From an optimization exercise on the open Yosys and OpenROAD flow, aimed at a short achievable clock period, few clock cycles and low power; shortcuts taken in it are not production practice. In this exercise RTL edits were held to simulation tests only and were not proved equivalent to the original. Power figures rest on the tool's default switching activity, not on a simulated workload.

## rv32i_mc
module rv32i_mc (
    input         clk,
    input         reset,        
    input  [31:0] mem_rdata,    
    output [31:0] mem_addr,     
    output [31:0] mem_wdata,    
    output        mem_we        
);
    reg        v;               
    reg [9:0]  ipc;             
    reg [31:0] a;               
    reg [31:0] b;               
    reg [11:0] imm;             
    reg [4:0]  rd;
    reg [2:0]  f3;
    reg        alt;             
    reg        wr;              
    reg        i_ld, i_st, i_br, i_jal, i_agu, i_link;
    reg [31:0] rf [1:31];
    wire [31:0] asum = a + {{20{imm[11]}}, imm};     
    wire [9:0]  seq  = ipc + 10'd1;
    wire [9:0]  tgt  = ipc + imm[11:2];                
    wire eq  = a == b;
    wire ltu = a < b;
    wire lt  = $signed(a) < $signed(b);
    wire cond = f3[2] ? ((f3[1] ? ltu : lt) ^ f3[0]) : (~f3[1] & (eq ^ f3[0]));
    wire dsel  = v & (i_ld | i_st);                    
    wire asel  = v & i_agu;
    wire taken = v & (i_jal | (i_br & cond));
    wire [9:0] nxt = taken ? tgt : seq;
    wire [9:0] fpc = asel ? asum[11:2] : nxt;
    assign mem_addr  = asel ? asum : {20'b0, nxt, 2'b00};
    assign mem_wdata = b;
    assign mem_we    = v & i_st;
    wire [31:0] sum = a + (alt ? ~b : b) + {31'b0, alt};
    wire        left = ~f3[2];
    wire [31:0] arev;
    genvar gi;
    generate
        for (gi = 0; gi < 32; gi = gi + 1) begin : g_rev
            assign arev[gi] = a[31 - gi];
        end
    endgenerate
    wire [31:0] shin = left ? arev : a;
    wire [32:0] shx  = {alt & a[31], shin};
    wire [32:0] shs  = $signed(shx) >>> b[4:0];
    wire [31:0] shr  = shs[31:0];
    wire [31:0] shl;
    generate
  ...
==> flow/config.mk <==
export PLATFORM = sky130hd
export DESIGN_NAME = rv32i_mc
export DESIGN_NICKNAME = rv32i_mc
export VERILOG_FILES = /design/flow/design.v
export SDC_FILE = /design/flow/constraint.sdc
export NUM_CORES = 4
export LEC_CHECK = 0
export CAP_MARGIN = 20
export CORE_MARGIN = 2
export CORE_UTILIZATION = 40
export CTS_BUF_LIST = sky130_fd_sc_hd__clkbuf_4
export SLEW_MARGIN = 20
==> flow/constraint.sdc <==
create_clock -name core_clock -period 11.0 [get_ports {clk}]
set_input_delay 2.2000 -clock core_clock [delete_from_list [all_inputs] [get_ports {clk}]]
set_output_delay 2.2000 -clock core_clock [all_outputs]
set_load 0.01 [all_outputs]
run.sh (not shown) runs the stock make flow with config.mk's settings and CLKGATE_MAP_FILE= SYNTH_SCRIPT=/design/flow/synth_recipe.tcl, a recipe that flattens the netlist after the stock synthesis.
The first run passed the timing, DRC and antenna checks.
Testbench counts at the start, summed over its fixed seeds: cycles 45,721.
Rerun with:
- ABC_CLOCK_PERIOD_IN_PS: default -> 3000
- CTS_BUF_LIST: sky130_fd_sc_hd__clkbuf_4 -> default
- SETUP_SLACK_MARGIN: default -> 5
What happened: Final area climbs by 3.0%. Final cell count drops by 2.9%. Wire length climbs by 1.6%. Via count drops by 1.3%. Global-route usage climbs by 0.26 points. Total power climbs by 5.8%.

---

The RTL this note starts from:
==> flow/design.v <==
module rv32i_mc (
    input         clk,
    input         reset,        
    input  [31:0] mem_rdata,    
    output [31:0] mem_addr,     
    output [31:0] mem_wdata,    
    output        mem_we        
);
    reg [9:0]  pcf;             
    reg [9:0]  ipc;             
    reg [31:0] a;               
    reg [31:0] b;               
    reg [11:0] imm;             
    reg [4:0]  rd;
    reg        r_wr, r_ld, r_st, r_jalr, r_pred, r_eq, r_lt, r_ltu;
    reg        sq;              
    reg        k_inv;           
    reg        sub, sra, left;  
    reg        s_add, s_sh, s_slt, s_sltu, s_xor, s_or, s_and, s_link;
    reg        d_ld, d_st;      
    reg        d_lw;            
    reg [31:0] maddr;           
    reg [31:0] wd;              
    reg [4:0]  lrd;             
    reg        fw1, fw2;        
    reg [31:0] rf [1:31];
    wire dcyc = d_ld | d_st;
    wire wr     = r_wr   & ~sq;     
    wire i_ld   = r_ld   & ~sq;
    wire i_st   = r_st   & ~sq;
    wire i_jalr = r_jalr & ~sq;
    wire pred   = r_pred & ~sq;     
    wire k_eq   = r_eq   & ~sq;     
    wire k_lt   = r_lt   & ~sq;
    wire k_ltu  = r_ltu  & ~sq;
    assign mem_addr  = maddr;
    assign mem_wdata = wd;
    assign mem_we    = d_st;
    wire [31:0] asum = a + {{20{imm[11]}}, imm};
    wire [9:0]  seq  = ipc + 10'd1;
    wire [9:0]  tgt  = ipc + imm[11:2];                
    wire [31:0] cg = ~a & b;
    wire [31:0] ce = ~(a ^ b);
    function automatic [1:0] cmb(input [1:0] hi, input [1:0] lo);
        cmb = {hi[1] | (hi[0] & lo[1]), hi[0] & lo[0]};    
    endfunction
    wire [1:0] l1 [0:15];
    wire [1:0] l2 [0:7];
    wire [1:0] l3 [0:3];
    wire [1:0] l4 [0:1];
    genvar gi;
    generate
        for (gi = 0; gi < 15; gi = gi + 1) begin : g_c1
            assign l1[gi] = cmb({cg[2*gi+1], ce[2*gi+1]}, {cg[2*gi], ce[2*gi]});
        end
        assign l1[15] = {cg[30], ce[30]};
        for (gi = 0; gi < 8; gi = gi + 1) begin : g_c2
            assign l2[gi] = cmb(l1[2*gi+1], l1[2*gi]);
        end
        for (gi = 0; gi < 4; gi = gi + 1) begin : g_c3
            assign l3[gi] = cmb(l2[2*gi+1], l2[2*gi]);
        end
        for (gi = 0; gi < 2; gi = gi + 1) begin : g_c4
            assign l4[gi] = cmb(l3[2*gi+1], l3[2*gi]);
        end
    endgenerate
    wire [1:0] low31 = cmb(l4[1], l4[0]);
    wire ltu = cg[31] | (ce[31] & low31[1]);
    wire lt  = (a[31] & ~b[31]) | (ce[31] & low31[1]);
    wire eq  = ce[31] & low31[0];
    wire cond  = (k_eq & (eq ^ k_inv)) | (k_lt & (lt ^ k_inv)) | (k_ltu & (ltu ^ k_inv));
    wire mis   = ~dcyc & (cond ^ pred);                
    wire jump  = ~dcyc & i_jalr;
    wire redir = mis | jump;                           
    wire [31:0] sum = a + (sub ? ~b : b) + {31'b0, sub};
    wire [31:0] arev;
    generate
        for (gi = 0; gi < 32; gi = gi + 1) begin : g_rev
            assign arev[gi] = a[31 - gi];
        end
    endgenerate
    wire [31:0] shin = left ? arev : a;
    wire [32:0] shx  = {sra & a[31], shin};
    wire [32:0] shs  = $signed(shx) >>> b[4:0];
    wire [31:0] shr  = shs[31:0];
    wire [31:0] shl;
    generate
        for (gi = 0; gi < 32; gi = gi + 1) begin : g_rev2
            assign shl[gi] = shr[31 - gi];
        end
    endgenerate
    wire [31:0] sh = left ? shl : shr;
    wire [31:0] res = ({32{s_add}}  & sum)
                    | ({32{s_sh}}   & sh)
                    | {31'b0, s_slt & lt}
                    | {31'b0, s_sltu & ltu}
                    | ({32{s_xor}}  & (a ^ b))
                    | ({32{s_or}}   & (a | b))
                    | ({32{s_and}}  & (a & b))
                    | ({32{s_link}} & {20'b0, seq, 2'b00});
    wire        we    = dcyc ? d_lw : wr;
    wire [4:0]  wa    = dcyc ? lrd : rd;
    wire [31:0] wdata = dcyc ? mem_rdata : res;
    always @(posedge clk) begin
        if (we) rf[wa] <= wdata;
    end
    wire [31:0] ins = mem_rdata;
    wire [4:0]  rs1 = ins[19:15];
    wire [4:0]  rs2 = ins[24:20];
    wire [2:0]  fn3 = ins[14:12];
    wire d_br   = ins[6] & ~ins[2];
    wire d_jal  = ins[6] & ins[3];
    wire d_jalr = ins[6] & ins[2] & ~ins[3];
    wire d_lo   = ~ins[6] & ~ins[4] & ~ins[5];
    wire d_so   = ~ins[6] & ~ins[4] & ins[5];
    wire d_u    = ~ins[6] & ins[4] & ins[2];
    wire d_lui  = d_u & ins[5];
    wire d_aui  = d_u & ~ins[5];
    wire d_alu  = ~ins[6] & ins[4] & ~ins[2];         
    wire d_op   = d_alu & ins[5];
    wire d_rs2  = d_op | d_br | d_so;
    wire [31:0] r1 = (rs1 == 5'd0) ? 32'd0 : rf[rs1];
    wire [31:0] r2 = (rs2 == 5'd0) ? 32'd0 : rf[rs2];
    wire f1x = ~dcyc & wr & (rd == rs1);
    wire f2x = ~dcyc & wr & (rd == rs2);
    wire f1  = f1x | (dcyc & fw1);
    wire f2  = f2x | (dcyc & fw2);
    wire [31:0] v1 = f1 ? (dcyc ? mem_rdata : res) : r1;
    wire [31:0] v2 = f2 ? (dcyc ? mem_rdata : res) : r2;
    wire [31:0] imm_iu = d_u ? {ins[31:12], 12'b0} : {{20{ins[31]}}, ins[31:20]};
    wire [11:0] imm_a  = d_so  ? {ins[31:25], ins[11:7]} :
                         d_br  ? {ins[7], ins[30:25], ins[11:8], 1'b0} :
                                 ins[31:20];
    wire [9:0] pnj  = pcf + {ins[20], ins[30:22]};
    wire [9:0] pnb  = pcf + {ins[7], ins[30:25], ins[11:9]};
    wire [9:0] pn1  = pcf + 10'd1;
    wire [9:0] pnx  = d_jal ? pnj : (d_br & ins[31]) ? pnb : pn1;
    always @(posedge clk) begin
        if (dcyc) begin
            if (fw1) a <= v1;
            if (fw2) b <= v2;
        end else begin
            a      <= d_lui ? 32'd0 : d_aui ? {20'b0, pcf, 2'b00} : v1;
            b      <= d_rs2 ? v2 : imm_iu;
            imm    <= imm_a;
            rd     <= ins[11:7];
            sub    <= d_op & ins[30];
            sra    <= ins[30];
            left   <= ~fn3[2];
            s_add  <= d_u | (d_alu & (fn3 == 3'd0));
            s_sh   <= d_alu & (fn3[1:0] == 2'b01);
            s_slt  <= d_alu & (fn3 == 3'd2);
            s_sltu <= d_alu & (fn3 == 3'd3);
            s_xor  <= d_alu & (fn3 == 3'd4);
            s_or   <= d_alu & (fn3 == 3'd6);
            s_and  <= d_alu & (fn3 == 3'd7);
            s_link <= d_jal | d_jalr;
            k_inv  <= fn3[0];
            ipc    <= pcf;
            fw1    <= i_ld & (rd != 5'd0) & (rd == rs1) & ~d_u;
            fw2    <= i_ld & (rd != 5'd0) & (rd == rs2) & d_rs2;
        end
    end
    always @(posedge clk) begin
        if (reset) begin
            r_wr <= 1'b0; r_ld <= 1'b0; r_st <= 1'b0; r_jalr <= 1'b0;
            r_pred <= 1'b0; r_eq <= 1'b0; r_lt <= 1'b0; r_ltu <= 1'b0;
            sq <= 1'b0;
        end else if (~dcyc) begin
            r_wr   <= (ins[11:7] != 5'd0) & ~d_br & ~d_so & ~d_lo;
            r_ld   <= d_lo;
            r_st   <= d_so;
            r_jalr <= d_jalr;
            r_pred <= d_br & ins[31];
            r_eq   <= d_br & (fn3[2:1] == 2'b00);
            r_lt   <= d_br & (fn3[2:1] == 2'b10);
            r_ltu  <= d_br & (fn3[2:1] == 2'b11);
            sq     <= redir;
        end
    end
    always @(posedge clk) begin
        if (reset) begin
            d_ld <= 1'b0;
            d_st <= 1'b0;
            d_lw <= 1'b0;
        end else begin
            d_ld <= ~dcyc & i_ld;
            d_st <= ~dcyc & i_st;
            d_lw <= ~dcyc & i_ld & (rd != 5'd0);
        end
        wd  <= b;
        lrd <= rd;
    end
    wire [9:0] pcn = mis ? (pred ? seq : tgt) : jump ? asum[11:2] : pnx;
    always @(posedge clk) begin
        if (reset) begin
            pcf   <= 10'd0;
            maddr <= 32'd0;
        end else if (dcyc) begin
            maddr <= {20'b0, pcf, 2'b00};
        end else begin
            pcf   <= pcn;
            maddr <= (i_ld | i_st) ? asum : {20'b0, pcn, 2'b00};
        end
    end
endmodule
clock: 11.0 ns
lec_check: 0
cap_margin: 20
core_margin: 2
core_utilization: 65
cts_buf_list: sky130_fd_sc_hd__clkbuf_8
cts_cluster_diameter: 70
cts_cluster_size: 16
slew_margin: 20
standard.sh (not shown) runs the stock make flow with config.mk's settings and CLKGATE_MAP_FILE= SYNTH_SCRIPT=/design/flow/synth_recipe.tcl, a recipe that flattens the netlist after the stock synthesis.
==> flow/flow/run.sh <==
#!/bin/bash
set -euo pipefail
bash standard.sh SETUP_SLACK_MARGIN=7 finish > standard_flow.log 2>&1
Testbench counts at the start, summed over its fixed seeds: cycles 48,162.
==> next run, changes <==
- CTS_CLUSTER_DIAMETER: 70 -> 60
- CTS_CLUSTER_SIZE: 16 -> 14
Result: Synthesized area is unchanged; clock-buffer cell count climbs by 8; global-route usage climbs by 0.11 points.
==> next run, changes <==
- CORE_UTILIZATION: 65 -> 75
After rerunning: This time the run never finished: it broke off in 5_1_grt, error GRT-0116. Synthesized area is unchanged. Synthesized cell count is unchanged.

==> static timing again, ports no longer ideal <==
How much do the figures lean on ideal ports? The routed layouts below were timed once more, with nothing changed but the port constraints.
Step 1 (the two cells are an assumption about what drives the block):
set clk [get_ports {clk}]
set_driving_cell -lib_cell sky130_fd_sc_hd__clkbuf_16 $clk
set_driving_cell -lib_cell sky130_fd_sc_hd__buf_2 [delete_from_list [all_inputs] $clk]
Step 2 times the ports against the registers' clock, not the clock port: input delays grow and output delays shrink by t, the midpoint of the rising clock arrivals with the driver on.
a / b / c = ideal ports / drivers / drivers and shift; a / b = the first two.
run | shift t [ns] | slack for setup (ns) | worst slew at a driven data input, ns
the first run of note 1 | 1.266 | 2.439 / 2.371 / 3.638 | 0.13
the second run of note 1 | 0.814 | 4.888 / 4.811 / 4.683 | 0.14
the first run of note 2 | 0.883 | 6.657 / 6.612 / 5.728 | 0.40
the second run of note 2 | 0.908 | 6.736 / 6.615 / 5.707 | 0.43
After both steps every run listed still meets setup and hold. The setup slack of the second run of note 2, which loses most, moves by -0.121 ns with the drivers and by -1.029 ns with both steps.
